This design comes from an exercise in tuning for small area and few clock cycles on the open sky130 flow, not from production work.
Where RTL was checked, it was by simulation tests only, not by an equivalence proof against the original.
Power and IR drop assume default switching activity.

## v29
==> flow/design.v <==
module BUFFER(input [DATA_WIDTH-1:0] data_in,
					input clk,
					input ce,
					input rst,
					output [DATA_WIDTH-1:0] data_out
);
parameter DATA_DEPTH = 4;
parameter DATA_WIDTH = 32;
reg [DATA_DEPTH-1:0] shift_reg [DATA_WIDTH-1:0];
genvar i;
generate
	for (i=0; i < DATA_WIDTH; i=i+1) begin: buffer
		always @(posedge clk) begin
			if (rst==1'b1) begin
				shift_reg[i] <= 0;
			end else begin
				if (ce) begin
					if (DATA_DEPTH<2) begin
						shift_reg[i] <= data_in[i];
					end else begin
						shift_reg[i] <= {shift_reg[i][DATA_DEPTH-2:0], data_in[i]};
					end
				end
			end
		end
		assign data_out[i] = shift_reg[i][DATA_DEPTH-1:DATA_DEPTH-1];
	end
endgenerate
endmodule
`timescale 1ns / 1ps
module F(
    input empty,
    input [15:0] iu,
    input [15:0] iv,
    input [15:0] offset,
    input [PRECISION-1:0] indatar,
    input [PRECISION-1:0] indatai,
    output read,
    output valid,
    output [15:0] gind,
    output [15:0] cind,
    output [PRECISION-1:0] outdatar,
    output [PRECISION-1:0] outdatai,
    input clk,
    input rst
    );
	parameter PRECISION = 32;
	parameter GSIZE = 32;
	parameter SUPPORT = 7;
	parameter SSIZE = 2*SUPPORT+1;
	reg [3:0] k;	 
	wire last = (k == SSIZE - 1);
	always @(posedge clk)
		if (rst)
			k <= 0;
		else if (!empty)
			k <= last ? 4'd0 : k + 4'd1;
	function [31:0] csa(input [15:0] a, input [15:0] b, input [15:0] c);
		csa = {(a & b) | (a & c) | (b & c), a ^ b ^ c};
	endfunction
	function [16:0] padd(input [15:0] a, input [15:0] b, input ci);
		reg [15:0] g, p, gg, pp;
		integer i, j, l;
		begin
			g = a & b;
			p = a ^ b;
			gg = g;
			pp = p;
			gg[0] = g[0] | (p[0] & ci);
			for (l = 0; l < 4; l = l + 1)
				for (i = 0; i < 16; i = i + 1)
					if ((i >> l) & 1) begin
						j = ((i >> (l + 1)) << (l + 1)) + (1 << l) - 1;
						gg[i] = gg[i] | (pp[i] & gg[j]);
						pp[i] = pp[i] & pp[j];
					end
			padd = {gg[15], p ^ {gg[14:0], ci}};
		end
	endfunction
	wire [3:0] n0 = offset[3:0], n1 = offset[7:4], n2 = offset[11:8], n3 = offset[15:12];
	wire [31:0] t = csa(n1, n2, n3);			 
	wire [31:0] sc = csa(t[3:0], {t[19:16], 1'b0}, n0);
	wire [16:0] s = padd(sc[4:0], {sc[20:16], 1'b0}, 1'b0);	 
	reg [2:0] c;
	always @(*)
		case (s[5:0])
			0, 1, 2, 3, 4, 5, 6, 7, 8, 9, 10, 11, 12, 13, 14: c = 3'd0;
			15, 16, 17, 18, 19, 20, 21, 22, 23, 24, 25, 26, 27, 28, 29: c = 3'd1;
			30, 31, 32, 33, 34, 35, 36, 37, 38, 39, 40, 41, 42, 43, 44: c = 3'd2;
			45, 46, 47, 48, 49, 50, 51, 52, 53, 54, 55, 56, 57, 58, 59: c = 3'd3;
			default: c = 3'd4;
		endcase
	wire [31:0] dc = csa(t[3:0], {t[19:16], 1'b0}, k);
	wire [16:0] d = padd(dc[4:0], {dc[20:16], 1'b0}, 1'b0);	 
	wire [16:0] u = padd({n3, n3}, n2, 1'b0);		 
	wire [16:0] bh = padd(u[8:0], d[5:4], 1'b0);
	wire [16:0] q = padd({bh[8:0], d[3:0]}, c, 1'b0);
	assign cind = {3'd0, q[12:0]};
	assign valid = !empty;
	assign read = !empty && last;
	wire [16:0] iu7 = padd(iu, 16'hfff9, 1'b0);
	wire [31:0] gc = csa(iv[10:0], iu7[15:5], k);
	wire [16:0] gh = padd(gc[10:0], {gc[25:16], 1'b0}, 1'b0);
	assign gind = {gh[10:0], iu7[4:0]};
	assign outdatar = indatar;
	assign outdatai = indatai;
endmodule
clock: 8.0 ns
lec_check: 0
cap_margin: 20
core_margin: 2
core_utilization: 60
cts_buf_list: sky130_fd_sc_hd__clkbuf_1
slew_margin: 20
standard.sh (not shown) runs the stock make flow with config.mk's settings and CLKGATE_MAP_FILE= SYNTH_SCRIPT=/design/flow/synth_recipe.tcl, a recipe that flattens the netlist after the stock synthesis.
==> flow/flow/run.sh <==
#!/bin/bash
# Standard layout with two changes to synthesis: adders stay plain gates
# (no full/half-adder cells) and ABC maps with flow/abc.script.
# Each tool's output goes to a log file in the work folder.
set -e
W=$(pwd)
{ head -n 1 synth_recipe.tcl; cat flow/abc_proc.tcl; tail -n +2 synth_recipe.tcl; } > own_synth.tcl
export MY_ABC_SCRIPT=$W/flow/abc.script MY_ABC_D=4500
bash standard.sh ADDER_MAP_FILE= SYNTH_SCRIPT=$W/own_synth.tcl BUFFER_PORTS_ARGS="-buffer_cell sky130_fd_sc_hd__buf_1" finish > standard.log 2>&1
==> flow/flow/abc.script <==
strash; dch; amap; topo; stime -c
==> flow/flow/abc_proc.tcl <==
# Own ABC script for technology mapping: synth.tcl calls abc with its
# -script and -D; this replaces the script with $MY_ABC_SCRIPT, in which
# {D} stands for the delay target $MY_ABC_D (ps).
proc abc {args} {
  set f [open $::env(MY_ABC_SCRIPT) r]
  set s [string map [list "{D}" $::env(MY_ABC_D)] [read $f]]
  close $f
  set script $::env(OBJECTS_DIR)/own_abc.script
  set f [open $script w]
  puts $f $s
  close $f
  set out {}
  for {set i 0} {$i < [llength $args]} {incr i} {
    set a [lindex $args $i]
    if {$a eq "-script"} { incr i; lappend out -script $script; continue }
    if {$a eq "-D"} { incr i; continue }
    lappend out $a
  }
  yosys abc {*}$out
}
Testbench counts of v29, summed over its fixed seeds: cycles 21,630.
Edits applied to the flow inputs when going from v29 to v26:
Settings: an added CTS_CLUSTER_SIZE of 20; an added CTS_CLUSTER_DIAMETER of 200; a change of CORE_UTILIZATION from 60 to 55.
## What came out
v26 reached the end of the flow, and the finished layout is clean on the timing, design-rule and antenna checks.
On share of the clock period used by the worst path after layout: between v26 and v29, it ends up lower for v29.
Global-route met2 utilization was higher in v29 than in v26.
Post-placement worst setup slack up 0.073 ns in v26 wrt v29
Higher clock power share was reported by v29, not v26.
Between v29 and v26, first-pass GRT wire length increased.
Compared with v29, tap cell instance count in v26 increased by a few percent.
Utilization was higher in the run labelled v29.
Here is what was changed in the inputs of v6 compared with v26.
==> flow/flow/abc.script <==
strash; &get -n; &deepsyn -I 4 -J 50; &put; dch; amap; topo; stime -c
## What came out
- Global-route usage came out lower on v6 than on v26.
- Note that the total chip power recorded for v26 amounts to 0.927 times the value seen in v6.
- In v6, the clock power came out about 5% below the value in v26.
- Diff v26 -> v6 | number of fillers in the final layout | down by a little under 10%


F, a different RTL version from the one above (not shown whole).
Size: ~4 flip-flops, about 210 I/O pins, ~1900 um^2 of cells after synthesis.
Design F, start of the top module:
module F(
    input empty,
    input [15:0] iu,
    input [15:0] iv,
    input [15:0] offset,
    input [PRECISION-1:0] indatar,
    input [PRECISION-1:0] indatai,
    output read,
    output valid,
    output [15:0] gind,
    output [15:0] cind,
    output [PRECISION-1:0] outdatar,
    output [PRECISION-1:0] outdatai,
    input clk,
    input rst
    );
Settings: LEC_CHECK=0, CAP_MARGIN=20, CORE_MARGIN=2, CORE_UTILIZATION=55, CTS_BUF_LIST=sky130_fd_sc_hd__clkbuf_2, CTS_CLUSTER_DIAMETER=200, CTS_CLUSTER_SIZE=20, MIN_ROUTING_LAYER=met2, SLEW_MARGIN=20; clock period 8.0 ns.
==> flow/flow/abc.script <==
strash; dc2; resub -K 8; dc2; dch -f; amap; topo; stime -c
Scripts as last shown in full above: flow/flow/run.sh, flow/flow/abc_proc.tcl
The baseline completed with no timing, DRC or antenna violations.
Then changed:
Settings changed: MIN_ROUTING_LAYER met2 to not set.
What happened: The changed run completed without violations. Routed wire length came out lower by 5.8%. Design area shrinks by 1.2%. Global-route usage fell by 15 points. Worst hold slack degrades by 0.0054 ns.
No functional check of the RTL was part of any run of this note.


exp/zinc:
F, a different RTL version from the one above (not shown whole).
For scale: ~390 cells after synthesis, roughly 4 flip-flops, about 210 I/O pins.
==> flow/config.mk <==
export PLATFORM = sky130hd
export DESIGN_NAME = F
export DESIGN_NICKNAME = F
export VERILOG_FILES = /design/flow/design.v
export SDC_FILE = /design/flow/constraint.sdc
export NUM_CORES = 4
export LEC_CHECK = 0
export CAP_MARGIN = 20
export CORE_MARGIN = 2
export CORE_UTILIZATION = 55
export CTS_BUF_LIST = sky130_fd_sc_hd__clkbuf_2
export CTS_CLUSTER_DIAMETER = 200
export CTS_CLUSTER_SIZE = 20
export SLEW_MARGIN = 20
==> flow/constraint.sdc <==
create_clock -name core_clock -period 8.0 [get_ports {clk}]
set_input_delay 1.6000 -clock core_clock [delete_from_list [all_inputs] [get_ports {clk}]]
set_output_delay 1.6000 -clock core_clock [all_outputs]
set_load 0.01 [all_outputs]
==> flow/flow/abc.script <==
strash; dch; amap; topo; stime -c
Scripts as last shown in full above: flow/flow/run.sh, flow/flow/abc_proc.tcl
Inputs modified between exp/zinc and exp/ember:
==> flow/config.mk <==
export PLATFORM = sky130hd
export DESIGN_NAME = F
export DESIGN_NICKNAME = F
export VERILOG_FILES = /design/flow/design.v
export SDC_FILE = /design/flow/constraint.sdc
export NUM_CORES = 4
export LEC_CHECK = 0
export CAP_MARGIN = 0
export CORE_MARGIN = 2
export CORE_UTILIZATION = 55
export CTS_BUF_LIST = sky130_fd_sc_hd__clkbuf_2
export CTS_CLUSTER_DIAMETER = 200
export CTS_CLUSTER_SIZE = 20
export SLEW_MARGIN = 0
[summary]
Per the final summary, exp/ember finished and its layout is clean on timing, DRC and antenna.
exp/ember -> exp/zinc: total die area delta 0, exact match
exp/zinc -> exp/ember: detailed-routing wirelength on met1 delta 0, exact match
Re layout filler cell count: no difference whatsoever between exp/zinc and exp/ember.
No run of this note included a check of the RTL's function; only the layout flow was run.

[static timing again, ports no longer ideal]
In the flow no input, the clock included, has a driving cell. The finished layouts below were timed again as built, in two steps.
Step 1 sets driving cells, clkbuf_16 on the clock port and buf_2 on the other inputs (assumed; they add their load-dependent delay and slew).
Step 2, shift: input delay + t, output delay - t, t = (earliest + latest rising clock arrival at the registers) / 2. This alone moves slack from input paths to output paths.
Three values: ideal, step 1, step 2; two values: the first two.
| run | shift t [ns] | slack for setup (ns) | hold slack, ns | clock arrival spread, ns |
|---|---|---|---|---|
| v29 | 0.260 | 0.641 / 0.615 / 0.615 | 0.589 / 0.589 / 0.589 | 0.007 / 0.007 |
| v26 | 0.261 | 0.557 / 0.533 / 0.533 | 0.588 / 0.588 / 0.588 | 0.015 / 0.015 |
| v6 | 0.244 | 0.436 / 0.412 / 0.412 | 0.548 / 0.548 / 0.548 | 0.011 / 0.011 |
| the first run of note 2 | 0.230 | 0.565 / 0.532 / 0.532 | 0.524 / 0.524 / 0.524 | 0.007 / 0.007 |
| the second run of note 2 | 0.215 | 0.595 / 0.570 / 0.570 | 0.519 / 0.519 / 0.519 | 0.000 / 0.000 |
| exp/zinc | 0.242 | 0.629 / 0.605 / 0.605 | 0.571 / 0.571 / 0.571 | 0.006 / 0.007 |
| exp/ember | 0.242 | 0.629 / 0.605 / 0.605 | 0.571 / 0.571 / 0.571 | 0.006 / 0.007 |
After both steps every run listed still meets setup and hold. The setup slack of the first run of note 2, which loses most, moves by -0.033 ns with the drivers and by -0.033 ns with both steps.
